From an optimization exercise on the open Yosys and OpenROAD flow, aimed at small area and a short achievable clock period; shortcuts taken in it are not production practice.
RTL that was checked went through simulation tests only; none was proved equivalent to the original.
Power is estimated from default activity; no workload was simulated.

==> ember: inputs <==
==> flow/design.v (excerpt) <==
module VKSA_256_top (in_clk, in_A, in_B, in_CI, out_S, out_CO);
  input in_clk;
  input [255:0] in_A, in_B;
  input in_CI;
  output reg [255:0] out_S;
  output reg out_CO;
  wire [255:0] w_bs;
  wire [64:0] w_bg;
  reg [255:0] r_bs;
  reg [64:0] r_bg;
  wire [255:0] w_S;
  wire w_CO;
  VKSA_blocks U0 (.in_A(in_A), .in_B(in_B), .in_CI(in_CI), .out_BS(w_bs), .out_BG(w_bg));
  always @(posedge in_clk) begin
    r_bs <= w_bs;
    r_bg <= w_bg;
    out_S <= w_S;
    out_CO <= w_CO;
  end
  VKSA_256 U1 (.in_BS(r_bs), .in_BG(r_bg), .out_S(w_S), .out_CO(w_CO));
endmodule
Settings: LEC_CHECK=0, CAP_MARGIN=20, CORE_AREA=17 17 227 227, CTS_CLUSTER_DIAMETER=120, CTS_CLUSTER_SIZE=24, DIE_AREA=0 0 244 244, SETUP_SLACK_MARGIN=3.25, SLEW_MARGIN=20, SYNTH_HIERARCHICAL=1, TNS_END_PERCENT=5; clock period 5.5 ns.
standard.sh (not shown) runs the stock make flow with config.mk's settings and CLKGATE_MAP_FILE= SYNTH_SCRIPT=/design/flow/synth_recipe.tcl, a recipe that flattens the netlist after the stock synthesis.
==> flow/flow/run.sh <==
#!/bin/bash
# Standard synthesis and layout, but with plain buffers on the ports
# (buffer_ports would otherwise pick clkdlybuf4s50_1, a slow delay cell).
set -euo pipefail
bash standard.sh synth > synth.log 2>&1
bash standard.sh "BUFFER_PORTS_ARGS=-buffer_cell ${PORT_BUF:-sky130_fd_sc_hd__buf_1}" finish > layout.log 2>&1
==> garnet: changes against ember <==
==> flow/flow/run.sh (replaced) <==
#!/bin/bash
# Standard synthesis and layout, with plain minimum-size buffers on the ports
# (buffer_ports would otherwise pick clkdlybuf4s50_1, a slow delay cell), and
# with every gate reset to its smallest drive strength after global placement
# (flow/downsize.tcl), so that timing repair upsizes only what it needs.
set -euo pipefail
bash standard.sh synth > synth.log 2>&1
bash standard.sh "BUFFER_PORTS_ARGS=-buffer_cell sky130_fd_sc_hd__buf_1" \
  "POST_GLOBAL_PLACE_TCL=$PWD/flow/downsize.tcl" finish > layout.log 2>&1
==> flow/flow/downsize.tcl (new file) <==
# Start timing repair from minimum-size gates: every combinational cell that
# synthesis mapped to a larger drive strength is swapped for the smallest cell
# of the same function (same name but for the drive-strength suffix). The
# resizer then upsizes only the gates that timing needs.
set n 0
set saved 0.0
foreach inst [get_cells *] {
  set lc [get_lib_cells -of_objects $inst]
  if {$lc eq "" || $lc eq "NULL"} { continue }
  set name [get_name $lc]
  if {![regexp {^(sky130_fd_sc_hd__[a-z0-9]+)_([0-9]+)$} $name -> base drive]} { continue }
  if {[string match "*df*" $base] || [string match "*clk*" $base] || [string match "*tap*" $base]} { continue }
  set best $name
  set best_area [get_property $lc area]
  foreach cand [get_lib_cells ${base}_*] {
    set cname [get_name $cand]
    if {![regexp "^${base}_\[0-9\]+\$" $cname]} { continue }
    if {[get_property $cand dont_use]} { continue }
    set a [get_property $cand area]
    if {$a < $best_area} { set best $cname; set best_area $a }
  }
  if {$best ne $name} {
    set saved [expr {$saved + [get_property $lc area] - $best_area}]
    replace_cell $inst [get_lib_cells $best]
    incr n
  }
}
puts "downsize.tcl: downsized $n cells, [format %.1f $saved] um2"
CELL_PAD_IN_SITES_DETAIL_PLACEMENT = 1   (was default)
CELL_PAD_IN_SITES_GLOBAL_PLACEMENT = 1   (was default)
PLACE_DENSITY = 0.5   (was default)
SETUP_SLACK_MARGIN = 3.2   (was 3.25)
==> qor summary <==
Status: ember no timing/DRC/antenna violations; garnet no timing/DRC/antenna violations
Met1 layer wirelength in the final routing: ember 29,700 µm; garnet 31,630 µm
Initial drt markers: ember 734; garnet 728
Slowest library cell on the worst path: ember sky130_fd_sc_hd__dfxtp_4; garnet sky130_fd_sc_hd__dfxtp_1
Final WS setup: ember 3156 ps; garnet 3140 ps
Worst slack at placement: ember 1824 ps; garnet 1319 ps
Power spent charging and discharging nets: ember 3340 µW; garnet 3438 µW
Highest routed metal layer: ember met4; garnet met5
Max incr delay on CP: ember 370 ps; garnet 360 ps
Total placed instance area: ember 26,100 µm²; garnet 25,520 µm²
Final HPWL from detailed placement: ember 72,100 µm; garnet 76,910 µm
Post-Route WL: ember 82,010 µm; garnet 90,160 µm
Relative contribution of the clock network to total power: ember 0.216; garnet 0.218
Number of antenna violations at the first check in global routing: ember 3; garnet 5
Power share of the combinational group: ember 0.238; garnet 0.241
Via count of the first global-routing pass: ember 17,630; garnet 19,170
Fraction of area in non-clock buffers: ember 0.1176; garnet 0.1176
Minimum clock period after layout: ember 2344 ps; garnet 2360 ps
Levels on crit path: ember 13; garnet 11
Repair and plain buffers: ember 824; garnet 823


==> run a <==
VKSA_256_top, a different RTL version from the one above (not shown whole).
Settings: LEC_CHECK=0, CAP_MARGIN=20, CORE_MARGIN=2, CORE_UTILIZATION=40, SLEW_MARGIN=20, SYNTH_HIERARCHICAL=1; clock period 5.5 ns.
==> flow/flow/run.sh <==
#!/bin/bash
# Standard synthesis and layout, but with plain buffers on the ports
# (buffer_ports would otherwise pick clkdlybuf4s50_1, a slow delay cell).
set -euo pipefail
bash standard.sh synth > synth.log 2>&1
bash standard.sh "BUFFER_PORTS_ARGS=-buffer_cell ${PORT_BUF:-sky130_fd_sc_hd__buf_1}" finish > layout.log 2>&1
==> run b: changes against run a <==
--- a/flow/config.mk
+++ b/flow/config.mk
@@ -8,5 +8,6 @@
 export CAP_MARGIN = 20
 export CORE_MARGIN = 2
 export CORE_UTILIZATION = 40
+export SETUP_SLACK_MARGIN = 3.2
 export SLEW_MARGIN = 20
 export SYNTH_HIERARCHICAL = 1
==> summary.txt <==
quantity	run a	run b
Number of nets in the final layout	3506	3565
Placed wire-length estimate	60.84 mm	62.69 mm
Required time worst endpoint	6020 ps	5990 ps
Max Freq	271.0 MHz	438.9 MHz
Fill cell count	5092	4746
Crit share post-route	0.6708	0.4143
First-pass GRT wire length	99.81 mm	103.3 mm
Worst IR Drop VDD	0.2485 mV	0.2517 mV
Startpoint of the most critical setup path	r_bs[4]	r_bs[68]
Sequential logic power	5.56 mW	5.55 mW
Met1 capacity usage during global routing	0.2651	0.2712
Number of buffer and inverter stages on the critical path	2	3
Met1 Routed Length	26.74 mm	27.81 mm
Non-Clock Buffer Count	771	830
Overall routed net length	70.48 mm	73.66 mm
Launch point of the worst hold path	r_bs[3]	r_bs[2]
Detail Route met3 WL	4.939 mm	4.307 mm
Clk. pwr	4.13 mW	4.26 mW
Outcome	no timing/DRC/antenna violations	no timing/DRC/antenna violations
Total power	11.90 mW	12.44 mW
No run of this note included a check of the RTL's function; only the layout flow was run.

==> separate check: timing with driven ports <==
How much do the figures lean on ideal ports? The routed layouts below were timed once more, with nothing changed but the port constraints.
Step 1, drivers: a clkbuf_16 drives in_clk and a buf_2 each remaining input, both assumed.
Step 2 adds t to the input delays and takes it off the output delays; t is the mean of the earliest and latest rising clock arrival at the registers after step 1. Input paths then give back, and output paths get back, about the clock's delay inside the block.
Three values: no drivers, after step 1, after step 2; two values: the first two.
run	shift t [ns]	setup WS [ns]	clock arrival spread, ns	cell pins on the clock port's net
ember	0.641	3.156 / 3.113 / 2.600	0.021 / 0.021	1
garnet	0.649	3.140 / 3.082 / 2.591	0.028 / 0.028	1
run a	0.661	1.811 / 1.811 / 1.811	0.013 / 0.014	1
run b	0.668	3.221 / 3.174 / 2.619	0.013 / 0.012	1
After both steps setup and hold are still met in every run listed. The setup slack of run b, which loses most, moves by -0.047 ns with the drivers and by -0.602 ns with both steps.
